This design comes from an exercise in tuning for small area on the open sky130 flow, not from production work. Function was checked by simulation only, so behaviour that the tests miss may differ from the original. No activity file was given, so power comes from the tool's default toggle rates.

==> run P <==
## router_top
module router_top(clock,resetn,read_enb_0,read_enb_1,read_enb_2,pkt_valid,data_in,data_out_0,data_out_1,data_out_2,vld_out_0,vld_out_1,vld_out_2,err,busy);
input clock,resetn,read_enb_0,read_enb_1,read_enb_2,pkt_valid;
input [7:0] data_in;
output [7:0] data_out_0,data_out_1,data_out_2;
output vld_out_0,vld_out_1,vld_out_2;
output reg err;
output busy;
localparam DECODER_ADDRESS    = 3'b000,
           WAIT_TILL_EMPTY    = 3'b001,
           LOAD_FIRST_DATA    = 3'b010,
           LOAD_DATA          = 3'b011,
           FIFO_FULL_STATE    = 3'b100,
           LOAD_AFTER_FULL    = 3'b101,
           LOAD_PARITY        = 3'b110,
           CHECK_PARITY_ERROR = 3'b111;
reg [2:0] state, next_state;
reg [1:0] addr, temp;
reg parity_done, low_pkt_valid, zero_par;
reg [7:0] dout, par;
wire [2:0] empty, full, soft_reset;
wire sr_any = |soft_reset;
wire s_dec  = (state == DECODER_ADDRESS);
wire s_wait = (state == WAIT_TILL_EMPTY);
wire s_lfd  = (state == LOAD_FIRST_DATA);
wire s_ld   = (state == LOAD_DATA);
wire s_full = (state == FIFO_FULL_STATE);
wire s_laf  = (state == LOAD_AFTER_FULL);
wire s_lp   = (state == LOAD_PARITY);
wire s_chk  = (state == CHECK_PARITY_ERROR);
reg fifo_full;
always @(*)
  case (temp)
    2'd0: fifo_full = full[0];
    2'd1: fifo_full = full[1];
    2'd2: fifo_full = full[2];
    default: fifo_full = 1'b0;
  endcase
reg empty_in, empty_addr;
always @(*) begin
  case (data_in[1:0])
    2'd0: empty_in = empty[0];
    2'd1: empty_in = empty[1];
    2'd2: empty_in = empty[2];
    default: empty_in = 1'b0;
  endcase
  case (addr)
    2'd0: empty_addr = empty[0];
    2'd1: empty_addr = empty[1];
    2'd2: empty_addr = empty[2];
    default: empty_addr = 1'b0;
  endcase
end
wire hdr_ok = pkt_valid & (data_in[1:0] != 2'b11);
always @(*) begin
  ...
clock: 5.0 ns
lec_check: 0
cap_margin: 20
core_margin: 2
core_utilization: 40
place_density: 0.6
slew_margin: 20
run.sh (not shown) runs the stock make flow with config.mk's settings and CLKGATE_MAP_FILE= SYNTH_SCRIPT=/design/flow/synth_recipe.tcl, a recipe that flattens the netlist after the stock synthesis.
==> run E (differences from run P) <==
--- a/flow/design.v
+++ b/flow/design.v
@@ -1,21 +1,27 @@
+module router_aoi222(input a1, a2, b1, b2, c1, c2, output y);
+assign y = ~((a1 & a2) | (b1 & b2) | (c1 & c2));
+endmodule
+module router_nand5(input a, b, c, d, e, output y);
+assign y = ~(a & b & c & d & e);
+endmodule
 module router_top(clock,resetn,read_enb_0,read_enb_1,read_enb_2,pkt_valid,data_in,data_out_0,data_out_1,data_out_2,vld_out_0,vld_out_1,vld_out_2,err,busy);
 input clock,resetn,read_enb_0,read_enb_1,read_enb_2,pkt_valid;
 input [7:0] data_in;
 output [7:0] data_out_0,data_out_1,data_out_2;
 output vld_out_0,vld_out_1,vld_out_2;
 output reg err;
 output busy;
 localparam DECODER_ADDRESS    = 3'b000,
-           WAIT_TILL_EMPTY    = 3'b001,
-           LOAD_FIRST_DATA    = 3'b010,
-           LOAD_DATA          = 3'b011,
-           FIFO_FULL_STATE    = 3'b100,
-           LOAD_AFTER_FULL    = 3'b101,
-           LOAD_PARITY        = 3'b110,
+           WAIT_TILL_EMPTY    = 3'b100,
+           LOAD_FIRST_DATA    = 3'b110,
+           LOAD_DATA          = 3'b001,
+           FIFO_FULL_STATE    = 3'b010,
+           LOAD_AFTER_FULL    = 3'b011,
+           LOAD_PARITY        = 3'b101,
            CHECK_PARITY_ERROR = 3'b111;
 reg [2:0] state, next_state;
 reg [1:0] addr, temp;
 reg parity_done, low_pkt_valid, zero_par;
 reg [7:0] dout, par;
 wire [2:0] empty, full, soft_reset;
 wire sr_any = |soft_reset;
@@ -98,53 +104,85 @@
 always @(posedge clock)
   err <= ~parity_done & ~zero_par & (|par);
 always @(posedge clock)
   if (!(s_wait | s_lfd | s_laf | (s_full & ~fifo_full)))
     dout <= data_in;
 assign busy = ~(s_dec | s_ld);
 wire wr_any = (s_ld | s_lp | s_laf) & ~fifo_full;
-router_fifo F0(.clock(clock), .resetn(resetn), .soft_reset(soft_reset[0]), .write_enb(wr_any & (temp == 2'd0)), .read_enb(read_enb_0), .data_in(dout), .empty(empty[0]), .full(full[0]), .data_out(data_out_0), .sr_out(soft_reset[0]));
-router_fifo F1(.clock(clock), .resetn(resetn), .soft_reset(soft_reset[1]), .write_enb(wr_any & (temp == 2'd1)), .read_enb(read_enb_1), .data_in(dout), .empty(empty[1]), .full(full[1]), .data_out(data_out_1), .sr_out(soft_reset[1]));
-router_fifo F2(.clock(clock), .resetn(resetn), .soft_reset(soft_reset[2]), .write_enb(wr_any & (temp == 2'd2)), .read_enb(read_enb_2), .data_in(dout), .empty(empty[2]), .full(full[2]), .data_out(data_out_2), .sr_out(soft_reset[2]));
+wire [7:0] dout_q [0:2];
+wire [2:0] read_enb = {read_enb_2, read_enb_1, read_enb_0};
+genvar gi, gk, gb;
+generate
+  for (gi = 0; gi < 3; gi = gi + 1) begin : fifo
+    reg [3:0] wr_ptr, lvl;
+    reg [5:0] count;
+    reg sr;
+    reg [7:0] mem [0:14];
+    reg [7:0] q;
+    wire we = wr_any & (temp == gi);
+    wire re = read_enb[gi];
+    wire emp = (lvl == 4'd15);
+    wire rd = re & ~emp;
+    wire clr = ~resetn | sr;
+    integer k;
+    assign empty[gi] = emp;
+    assign full[gi] = (wr_ptr == 4'd15) & (lvl == 4'd14);
+    assign soft_reset[gi] = sr;
+    assign dout_q[gi] = q;
+    always @(posedge clock)
+      if (we) begin
+        mem[0] <= dout;
+        for (k = 1; k < 15; k = k + 1)
+          mem[k] <= mem[k-1];
+      end
+    always @(posedge clock)
+      if (clr) begin
+        wr_ptr <= 4'd0;
+        lvl <= 4'd15;
+      end else begin
+        if (we)
+          wr_ptr <= wr_ptr + 4'd1;
+        if (we & ~rd)
+          lvl <= lvl + 4'd1;
+        else if (rd & ~we)
+          lvl <= lvl - 4'd1;
+      end
+    wire [14:0] sel;
+    for (gk = 0; gk < 15; gk = gk + 1) begin : dec
+      assign sel[gk] = (lvl == gk) & ~clr;
+    end
+    wire [7:0] rdata;
+    for (gb = 0; gb < 8; gb = gb + 1) begin : rbit
+      wire [4:0] y;
+      for (gk = 0; gk < 5; gk = gk + 1) begin : grp
+        router_aoi222 g(.a1(sel[3*gk]), .a2(mem[3*gk][gb]),
+                        .b1(sel[3*gk+1]), .b2(mem[3*gk+1][gb]),
+                        .c1(sel[3*gk+2]), .c2(mem[3*gk+2][gb]), .y(y[gk]));
+      end
+      router_nand5 n(.a(y[0]), .b(y[1]), .c(y[2]), .d(y[3]), .e(y[4]), .y(rdata[gb]));
+    end
+    always @(posedge clock)
+      if (clr | rd)
+        q <= rdata;
+    always @(posedge clock)
+      if (!resetn) begin
+        count <= 6'd0;
+        sr <= 1'b0;
+      end else if (!emp) begin
+        if (!re && count == 6'd29) begin
+          sr <= 1'b1;
+          count <= 6'd0;
+        end else begin
+          sr <= 1'b0;
+          count <= count + 6'd1;
+        end
+      end else
+        sr <= 1'b0;
+  end
+endgenerate
+assign data_out_0 = dout_q[0];
+assign data_out_1 = dout_q[1];
+assign data_out_2 = dout_q[2];
 assign vld_out_0 = ~empty[0];
 assign vld_out_1 = ~empty[1];
 assign vld_out_2 = ~empty[2];
 endmodule
-module router_fifo(input clock, resetn, soft_reset, write_enb, read_enb,
-                   input [7:0] data_in, output empty, full,
-                   output reg [7:0] data_out, output reg sr_out);
-reg [3:0] wr_ptr, rd_ptr;
-reg [5:0] count;
-reg [7:0] mem [0:15];
-assign full  = (wr_ptr == 4'd15) & (rd_ptr == 4'd0);
-assign empty = (wr_ptr == rd_ptr);
-always @(posedge clock)
-  if (write_enb)
-    mem[wr_ptr] <= data_in;
-always @(posedge clock)
-  if (!resetn || soft_reset)
-    wr_ptr <= 4'd0;
-  else if (write_enb)
-    wr_ptr <= wr_ptr + 4'd1;
-always @(posedge clock)
-  if (!resetn || soft_reset) begin
-    data_out <= 8'd0;
-    rd_ptr <= 4'd0;
-  end else if (read_enb && !empty) begin
-    data_out <= mem[rd_ptr];
-    rd_ptr <= rd_ptr + 4'd1;
-  end
-always @(posedge clock)
-  if (!resetn) begin
-    count <= 6'd0;
-    sr_out <= 1'b0;
-  end else if (!empty) begin
-    if (!read_enb && count == 6'd29) begin
-      sr_out <= 1'b1;
-      count <= 6'd0;
-    end else begin
-      sr_out <= 1'b0;
-      count <= count + 6'd1;
-    end
-  end else
-    sr_out <= 1'b0;
-endmodule
==> flow/flow/run.sh (new file) <==
#!/bin/bash
# Own layout flow: the standard ORFS flow, with the ports buffered by the
# smallest buffer and a clock tree built without dummy loads. Make's output
# goes to flow_make.log; ORFS writes each step's log under orfs/logs/.
set -euo pipefail
CTS_ARGS="-sink_clustering_enable -repair_clock_nets -dont_use_dummy_load"
CTS_ARGS="$CTS_ARGS -buf_list sky130_fd_sc_hd__clkbuf_8"
CTS_ARGS="$CTS_ARGS -sink_clustering_size 20 -sink_clustering_max_diameter 80"
bash standard.sh "CTS_ARGS=$CTS_ARGS" \
  "BUFFER_PORTS_ARGS=-buffer_cell sky130_fd_sc_hd__buf_1" \
  finish > flow_make.log 2>&1
==> flow/standard.sh (new file) <==
#!/bin/bash
# synth_recipe.tcl (not shown) runs the flow's synth.tcl, then flattens the netlist and writes it again
# the make line also repeats each setting of config.mk as NAME=value (left out here)
make -C /OpenROAD-flow-scripts/flow DESIGN_CONFIG=/design/flow/config.mk WORK_HOME=/design/flow/orfs CLKGATE_MAP_FILE= SYNTH_SCRIPT=/design/flow/synth_recipe.tcl "${@:-finish}"
Settings changed: CORE_UTILIZATION 40 to 60, CTS_BUF_LIST set to sky130_fd_sc_hd__clkbuf_16, CTS_CLUSTER_DIAMETER set to 100, CTS_CLUSTER_SIZE set to 30, PLACE_DENSITY 0.6 to 0.7, SYNTH_HIERARCHICAL set to 1.
removed: flow/run.sh
==> comparison table <==
                                                                        run P                  run E
Run status                                   no timing/DRC/antenna violations  no timing/DRC/antenna violations
Tightest Pin Transition                                              0.978 ns                1.07 ns
Part of the total power dissipated in sequential elements               50.3%                  66.8%
CTS root buffer                                                     clkbuf_16               clkbuf_8
Worst flop-to-flop path startpoint                               F2.rd_ptr[1]               state[0]
Met1 routing resource usage after global routing                        22.9%                  34.5%
Worst hold margin                                                    0.419 ns               0.440 ns
Synth Area in Simple Gates                                              7.15%                  7.91%
Area growth from synthesis to layout                                    13.4%                  6.59%
Total met3 wirelength after detailed routing                     1790 microns           2700 microns
Startpoint-to-endpoint class of the critical path          flop to output pin  primary input to flop
Share of post-route cells with drive strength above 1                   17.8%                  6.94%
Peak per-stage delay on the critical path                             0.72 ns                0.75 ns
Clock Sink Count                                                          480                    456

## re-timing with driven ports
The flow's constraints put no driver on any port. The routed layouts listed below were extracted and timed again, unchanged, in two steps. Step 1 (the two cells are an assumption about what drives the block):
set clk [get_ports {clock}]
set_driving_cell -lib_cell sky130_fd_sc_hd__clkbuf_16 $clk
set_driving_cell -lib_cell sky130_fd_sc_hd__buf_2 [delete_from_list [all_inputs] $clk]
Step 2, shift: input delay + t, output delay - t, t = (earliest + latest rising clock arrival at the registers) / 2. This alone moves slack from input paths to output paths. a / b / c = no drivers / after step 1 / after step 2; a / b = the first two.
run	shift t [ns]	setup slack, ns	hold slack, ns	clock arrival spread, ns	worst register clock-pin slew, ns
run P	0.622	1.251 / 1.201 / 1.676	0.419 / 0.419 / 0.419	0.016 / 0.016	0.07 / 0.07
run E	0.629	1.578 / 1.591 / 0.963	0.440 / 0.440 / 0.440	0.057 / 0.057	0.12 / 0.12
After both steps every run listed still meets setup and hold. For run E, which loses most, drivers alone change the setup slack by +0.013 ns; drivers and shift together by -0.615 ns.
